This design comes from an exercise in tuning for small area on the open sky130 flow, not from production work. At most, simulation tests tie the RTL to the original design; equivalence was not proved.

== main ==
==> flow/design.v <==
`timescale 1ns / 1ps
module Sobel(
	clk, rst,
	valid_in,
	data_in,
	valid_sob,
	mor,
	the
    );
parameter WIDE = 64,
          HIGN = 64,
          DW = 8;
input clk, rst;
input valid_in;
input [DW-1:0] data_in;
output reg valid_sob;
output [DW-1:0] mor;
output [3:0] the;
localparam [15:0] REGS = 16'hd554;
localparam integer NREG = 0 + REGS[0]+REGS[1]+REGS[2]+REGS[3]+REGS[4]+REGS[5]+REGS[6]+REGS[7]
                + REGS[8]+REGS[9]+REGS[10]+REGS[11]+REGS[12]+REGS[13]+REGS[14]+REGS[15];
localparam LAT = WIDE + NREG - 1;
wire [DW-1:0] tap_r1, tap_r1m, tap_r2;
Line_buff #(.NUM(2*WIDE), .DW(DW)) lb(
	.clk(clk),
	.data_in(data_in),
	.tap_a(tap_r1),     
	.tap_b(tap_r1m),    
	.tap_c(tap_r2)      
	);
reg [5:0] col, row;
always @(posedge clk or negedge rst)
	if(!rst) begin
		col <= 6'd0;
		row <= 6'd0;
	end else if(valid_in) begin
		col <= col + 1'b1;
		if(col == WIDE-1)
			row <= row + 1'b1;
	end
wire inner = valid_in && (row >= 2) && (col != 0) && (col != WIDE-1);
wire [DW-1:0] gx = inner ? sub8(tap_r1, tap_r1m) : {DW{1'b0}};
wire [DW-1:0] gy = inner ? sub8(tap_r2, data_in) : {DW{1'b0}};
function [7:0] sub8;
	input [7:0] a, b;
	integer i;
	reg c;
	begin
		c = 1'b1;
		for(i = 0; i < 8; i = i + 1) begin
			sub8[i] = a[i] ^ ~b[i] ^ c;
			c = (a[i] & ~b[i]) | (a[i] & c) | (~b[i] & c);
		end
	end
endfunction
Cordic_top #(.REGS(REGS)) cor(
	.clk(clk),
	.gx(gx),
	.gy(gy),
	.mag(mor),
	.bin(the)
	);
reg [6:0] since_end;
wire frame_end = valid_in && (row == HIGN-1) && (col == WIDE-1);
always @(posedge clk or negedge rst)
	if(!rst)
		since_end <= 7'h7f;
	else if(frame_end)
		since_end <= 7'd1;
	else if(since_end != 7'h7f)
		since_end <= since_end + 1'b1;
wire valid_lat = (valid_in && ({row, col} >= LAT)) || (since_end <= LAT);
always @(posedge clk or negedge rst)
	if(!rst)
		valid_sob <= 1'b0;
	else
		valid_sob <= valid_lat;
endmodule
`timescale 1ns / 1ps
module Line_buff(
	clk,
	data_in,
	tap_a,
	tap_b,
	tap_c
    );
parameter NUM = 128,
          DW = 8;
input clk;
input [DW-1:0] data_in;
output [DW-1:0] tap_a, tap_b, tap_c;
reg [DW-1:0] sr[1:NUM];
integer i;
always @(posedge clk) begin
	sr[1] <= data_in;
	for(i = 2; i <= NUM; i = i + 1)
		sr[i] <= sr[i-1];
end
assign tap_a = sr[NUM/2-1];
assign tap_b = sr[NUM/2+1];
assign tap_c = sr[NUM];
endmodule
`timescale 1ns / 1ps
module Cordic_top(
	clk,
	gx, gy,
	mag, bin
    );
parameter [15:0] REGS = 16'hd554;
input clk;
input [7:0] gx, gy;
output [7:0] mag;
output [3:0] bin;
wire sx = gx[7], sy = gy[7];
wire [7:0] ax = add8(gx ^ {8{sx}}, 8'd0, sx);
wire [7:0] ay = add8(gy ^ {8{sy}}, 8'd0, sy);
wire [8:0] dd = add9({1'b0, ax}, {1'b0, ~ay}, 1'b1);
wire fl = ~dd[8];                      
wire [7:0] x0 = add8(ax, ay, 1'b0);    
wire [7:0] y0 = add8(dd[7:0] ^ {8{~fl}}, 8'd0, ~fl);
wire xy0 = ~|{ax, ay} | (ax[7] & ay[7]);
wire [19:0] xw[0:14], yw[0:14];
wire [2:0]  sw[0:14];    
wire [3:0]  fw[0:14];    
Cordic_pipe #(.W(47), .EN(REGS[0])) p0(.clk(clk),
	.d({{x0, 12'b0}, {y0, 12'b0}, 3'b0, fl, sx, sy, xy0}),
	.q({xw[0], yw[0], sw[0], fw[0]}));
genvar n;
generate
for(n = 1; n <= 14; n = n + 1) begin : step
	wire [19:0] xo, yo;
	wire [2:0] so;
	wire [3:0] fo;
	Cordic_ir_unit #(.N(n)) u(
		.in_x(xw[n-1]), .in_y(yw[n-1]),
		.out_x(xo), .out_y(yo));
	wire sgn = yw[n-1][19];    
	if(n <= 3)
		assign so = {sw[n-1][1:0], ~sgn};
	else if(n == 4)
		assign so = cls_init({sw[n-1], ~sgn});
	else if(n <= 9)
		assign so = cls_step(sw[n-1], ~sgn, T1[9-n], T2[9-n]);
	else
		assign so = sw[n-1];
	if(n == 9) begin : binning
		Cordic_post bp(.cls(so), .flags(fw[n-1]), .bin(fo));
	end else begin : keep
		assign fo = fw[n-1];
	end
	Cordic_pipe #(.W(47), .EN(REGS[n])) p(.clk(clk),
		.d({xo, yo, so, fo}), .q({xw[n], yw[n], sw[n], fw[n]}));
end
endgenerate
wire [7:0] m;
Coridc_pre sc(.x(xw[14]), .mag(m));
Cordic_pipe #(.W(12), .EN(REGS[15])) po(.clk(clk),
	.d({m, fw[14]}), .q({mag, bin}));
localparam [8:0] T1 = 9'b001011111, T2 = 9'b011000110;
function [2:0] cls_init;      
	input [3:0] p;
	begin
		if(p[3] & p[2])            cls_init = 3'd5;
		else if(p > T2[8:5])       cls_init = 3'd4;
		else if(p == T2[8:5])      cls_init = 3'd3;
		else if(p > T1[8:5])       cls_init = 3'd2;
		else if(p == T1[8:5])      cls_init = 3'd1;
		else                       cls_init = 3'd0;
	end
endfunction
function [2:0] cls_step;
	input [2:0] c;
	input b, t1, t2;
	begin
		if(c == 3'd1)
			cls_step = (b == t1) ? 3'd1 : (b ? 3'd2 : 3'd0);
		else if(c == 3'd3)
			cls_step = (b == t2) ? 3'd3 : (b ? 3'd4 : 3'd2);
		else
			cls_step = c;
	end
endfunction
function [7:0] add8;
	input [7:0] a, b;
	input ci;
	integer i;
	reg c;
	begin
		c = ci;
		for(i = 0; i < 8; i = i + 1) begin
			add8[i] = a[i] ^ b[i] ^ c;
			c = (a[i] & b[i]) | (a[i] & c) | (b[i] & c);
		end
	end
endfunction
function [8:0] add9;
	input [8:0] a, b;
	input ci;
	integer i;
	reg c;
	begin
		c = ci;
		for(i = 0; i < 9; i = i + 1) begin
			add9[i] = a[i] ^ b[i] ^ c;
			c = (a[i] & b[i]) | (a[i] & c) | (b[i] & c);
		end
	end
endfunction
endmodule
module Cordic_pipe(clk, d, q);
parameter W = 1, EN = 1;
input clk;
input [W-1:0] d;
output [W-1:0] q;
generate
if(EN) begin : r
	reg [W-1:0] q_r;
	always @(posedge clk)
		q_r <= d;
	assign q = q_r;
end else begin : w
	assign q = d;
end
endgenerate
endmodule
`timescale 1ns / 1ps
module Coridc_pre(x, mag);
input [19:0] x;
output [7:0] mag;
wire s = x[19];
wire [19:0] t1 = x >> 1;
wire [19:0] t2 = x >> 3;
wire [19:0] t3 = ~(x >> 6);
wire [19:0] t4 = ~(x >> 9);
wire [19:0] k = (s ? 20'h9b800 : 20'h0) + 20'd2;
wire [19:0] u = t1 ^ t2 ^ t3;
wire [19:0] v = {(t1[18:0] & t2[18:0]) | (t1[18:0] & t3[18:0]) | (t2[18:0] & t3[18:0]), 1'b0};
wire [19:0] p = u ^ v ^ t4;
wire [19:0] q = {(u[18:0] & v[18:0]) | (u[18:0] & t4[18:0]) | (v[18:0] & t4[18:0]), 1'b0};
wire [19:0] r = p ^ q ^ k;
wire [19:0] c = {(p[18:0] & q[18:0]) | (p[18:0] & k[18:0]) | (q[18:0] & k[18:0]), 1'b0};
wire [19:0] x3 = add20(r, c);
wire [7:0] h = x3[19:12];
wire lt = x3[11:0] < {3'b0, x3[19], h};
assign mag = lt ? add8(h, 8'hff, 1'b0) : h;
function [19:0] add20;
	input [19:0] a, b;
	integer i;
	reg c;
	begin
		c = 1'b0;
		for(i = 0; i < 20; i = i + 1) begin
			add20[i] = a[i] ^ b[i] ^ c;
			c = (a[i] & b[i]) | (a[i] & c) | (b[i] & c);
		end
	end
endfunction
function [7:0] add8;
	input [7:0] a, b;
	input ci;
	integer i;
	reg c;
	begin
		c = ci;
		for(i = 0; i < 8; i = i + 1) begin
			add8[i] = a[i] ^ b[i] ^ c;
			c = (a[i] & b[i]) | (a[i] & c) | (b[i] & c);
		end
	end
endfunction
endmodule
`timescale 1ns / 1ps
`timescale 1ns / 1ps
module Cordic_ir_unit(
	in_x, in_y,
	out_x, out_y
    );
parameter N = 1;
input [19:0] in_x, in_y;
output [19:0] out_x, out_y;
wire neg = in_y[19];
wire [19:0] dx = {{N{in_x[19]}}, in_x[19:N]};
wire [19:0] dy = {{N{in_y[19]}}, in_y[19:N]};
assign out_x = add_c(in_x, dy ^ {20{neg}}, neg);
assign out_y = add_c(in_y, dx ^ {20{~neg}}, ~neg);
function [19:0] add_c;
	input [19:0] a, b;
	input ci;
	integer i;
	reg c;
	begin
		c = ci;
		for(i = 0; i < 20; i = i + 1) begin
			add_c[i] = a[i] ^ b[i] ^ c;
			c = (a[i] & b[i]) | (a[i] & c) | (b[i] & c);
		end
	end
endfunction
endmodule
`timescale 1ns / 1ps
module Cordic_post(cls, flags, bin);
input [2:0] cls;
input [3:0] flags;       
output [3:0] bin;
wire fl = flags[3], sx = flags[2], sy = flags[1], xy0 = flags[0];
wire [2:0] base =
	xy0          ? {1'b0, sx, 1'b0} :
	(cls == 3'd5) ? 3'd4 :
	(cls >= 3'd3) ? 3'd2 :
	(cls >= 3'd1) ? 3'd1 : 3'd0;
wire [3:0] v1 = fl ? 4'd4 - base : {1'b0, base};
wire [3:0] v2 = sx ? 4'd8 - v1 : v1;
assign bin = sy ? 4'd0 - v2 : v2;
endmodule
Settings: LEC_CHECK=0, ABC_AREA=1, CAP_MARGIN=20, CORE_MARGIN=2, CORE_UTILIZATION=70, CTS_BUF_LIST=sky130_fd_sc_hd__clkbuf_8, CTS_CLUSTER_DIAMETER=60, CTS_CLUSTER_SIZE=18, GPL_TIMING_DRIVEN=0, SLEW_MARGIN=20; clock period 7.0 ns.
standard.sh (not shown) runs the stock make flow with config.mk's settings and CLKGATE_MAP_FILE= SYNTH_SCRIPT=/design/flow/synth_recipe.tcl, a recipe that flattens the netlist after the stock synthesis.
==> flow/flow/run.sh <==
#!/bin/bash
# The standard layout (standard.sh), with one change: Yosys does not
# extract full adders (ADDER_MAP_FILE empty), so ABC maps the adders.
set -euo pipefail
bash standard.sh ADDER_MAP_FILE= finish > standard.log 2>&1
Relative to main, the following input files were edited for the feature branch:
--- a/flow/design.v
+++ b/flow/design.v
@@ -18,16 +18,17 @@
 output [3:0] the;
 localparam [15:0] REGS = 16'hd554;
 localparam integer NREG = 0 + REGS[0]+REGS[1]+REGS[2]+REGS[3]+REGS[4]+REGS[5]+REGS[6]+REGS[7]
                 + REGS[8]+REGS[9]+REGS[10]+REGS[11]+REGS[12]+REGS[13]+REGS[14]+REGS[15];
-localparam LAT = WIDE + NREG - 1;
-wire [DW-1:0] tap_r1, tap_r1m, tap_r2;
-Line_buff #(.NUM(2*WIDE), .DW(DW)) lb(
+localparam LAT = WIDE + NREG;
+wire [DW-1:0] tap_r1, tap_r1m, tap_r2, tap_r0;
+Line_buff #(.NUM(2*WIDE+1), .DW(DW)) lb(
 	.clk(clk),
 	.data_in(data_in),
 	.tap_a(tap_r1),     
 	.tap_b(tap_r1m),    
-	.tap_c(tap_r2)      
+	.tap_c(tap_r2),     
+	.tap_d(tap_r0)      
 	);
 reg [5:0] col, row;
 always @(posedge clk or negedge rst)
 	if(!rst) begin
@@ -37,11 +38,16 @@
 		col <= col + 1'b1;
 		if(col == WIDE-1)
 			row <= row + 1'b1;
 	end
-wire inner = valid_in && (row >= 2) && (col != 0) && (col != WIDE-1);
+reg inner;
+always @(posedge clk or negedge rst)
+	if(!rst)
+		inner <= 1'b0;
+	else
+		inner <= valid_in && (row >= 2) && (col != 0) && (col != WIDE-1);
 wire [DW-1:0] gx = inner ? sub8(tap_r1, tap_r1m) : {DW{1'b0}};
-wire [DW-1:0] gy = inner ? sub8(tap_r2, data_in) : {DW{1'b0}};
+wire [DW-1:0] gy = inner ? sub8(tap_r2, tap_r0) : {DW{1'b0}};
 function [7:0] sub8;
 	input [7:0] a, b;
 	integer i;
 	reg c;
@@ -81,25 +87,27 @@
 	clk,
 	data_in,
 	tap_a,
 	tap_b,
-	tap_c
+	tap_c,
+	tap_d
     );
-parameter NUM = 128,
+parameter NUM = 129,
           DW = 8;
 input clk;
 input [DW-1:0] data_in;
-output [DW-1:0] tap_a, tap_b, tap_c;
+output [DW-1:0] tap_a, tap_b, tap_c, tap_d;
 reg [DW-1:0] sr[1:NUM];
 integer i;
 always @(posedge clk) begin
 	sr[1] <= data_in;
 	for(i = 2; i <= NUM; i = i + 1)
 		sr[i] <= sr[i-1];
 end
-assign tap_a = sr[NUM/2-1];
-assign tap_b = sr[NUM/2+1];
+assign tap_a = sr[(NUM+1)/2-1];
+assign tap_b = sr[(NUM+1)/2+1];
 assign tap_c = sr[NUM];
+assign tap_d = sr[1];
 endmodule
 `timescale 1ns / 1ps
 module Cordic_top(
 	clk,
@@ -133,9 +141,13 @@
 	wire [3:0] fo;
 	Cordic_ir_unit #(.N(n)) u(
 		.in_x(xw[n-1]), .in_y(yw[n-1]),
 		.out_x(xo), .out_y(yo));
-	wire sgn = yw[n-1][19];    
+	wire sgn;
+	if(n == 1 && !REGS[0])
+		assign sgn = ~(ax == ay);
+	else
+		assign sgn = yw[n-1][19];
 	if(n <= 3)
 		assign so = {sw[n-1][1:0], ~sgn};
 	else if(n == 4)
 		assign so = cls_init({sw[n-1], ~sgn});
==> run summary <==
- Looking at the reports, the feature branch completed the entire flow and the layout it produced met the timing, DRC and antenna checks.
- main reached the end of the flow, and the finished layout is clean on the timing, DRC and antenna checks.
- The feature branch vs main — register cell area after layout rose 0.76%.
- Measured against each other, main and the feature branch differ in worst hold margin, the lower figure coming from the feature branch.
- Sort main and the feature branch by post-route minimum period, ascending, and the feature branch comes first.
- The feature branch vs main on final weighted congestion in routability-driven placement: the feature branch is the lower one.
- Compared to main, the feature branch reaches a higher achievable clock.
- The feature branch vs. main: total wire length went down by 1200 um.
- Between main and the feature branch, total inserted antenna cells increased.
- Number of antenna violations at the first check in global routing: the feature branch vs main down 1
No functional check of the RTL was part of the feature branch.

## separate check: timing with driven ports
The results above use ideal ports. As a check the final layouts listed here were re-extracted and re-timed, cells and wires unchanged. Step 1 assumes that a clkbuf_16 drives the clock port and a buf_2 every other input. Step 2 moves the port delays by t, midway between the first and last clock arrival at a register: inputs arrive t later, outputs are due t later. That takes back most of the time a late clock gives input paths. a / b / c = ideal ports / drivers / drivers and shift; a / b = the first two.
run | t (ns) | slack for setup (ns) | worst hold slack (ns) | latest minus earliest clock arrival (ns) | worst register clock-pin slew, ns
main | 0.785 | 0.202 / 0.239 / -0.547 | 0.288 / 0.288 / 0.288 | 0.067 / 0.067 | 0.11 / 0.11
the feature branch | 0.784 | 0.396 / 0.396 / 0.396 | 0.278 / 0.278 / 0.278 | 0.079 / 0.078 | 0.11 / 0.11
With both steps, setup timing fails in main, where it was met with ideal ports. The setup slack of main, which loses most, moves by +0.037 ns with the drivers and by -0.749 ns with both steps.
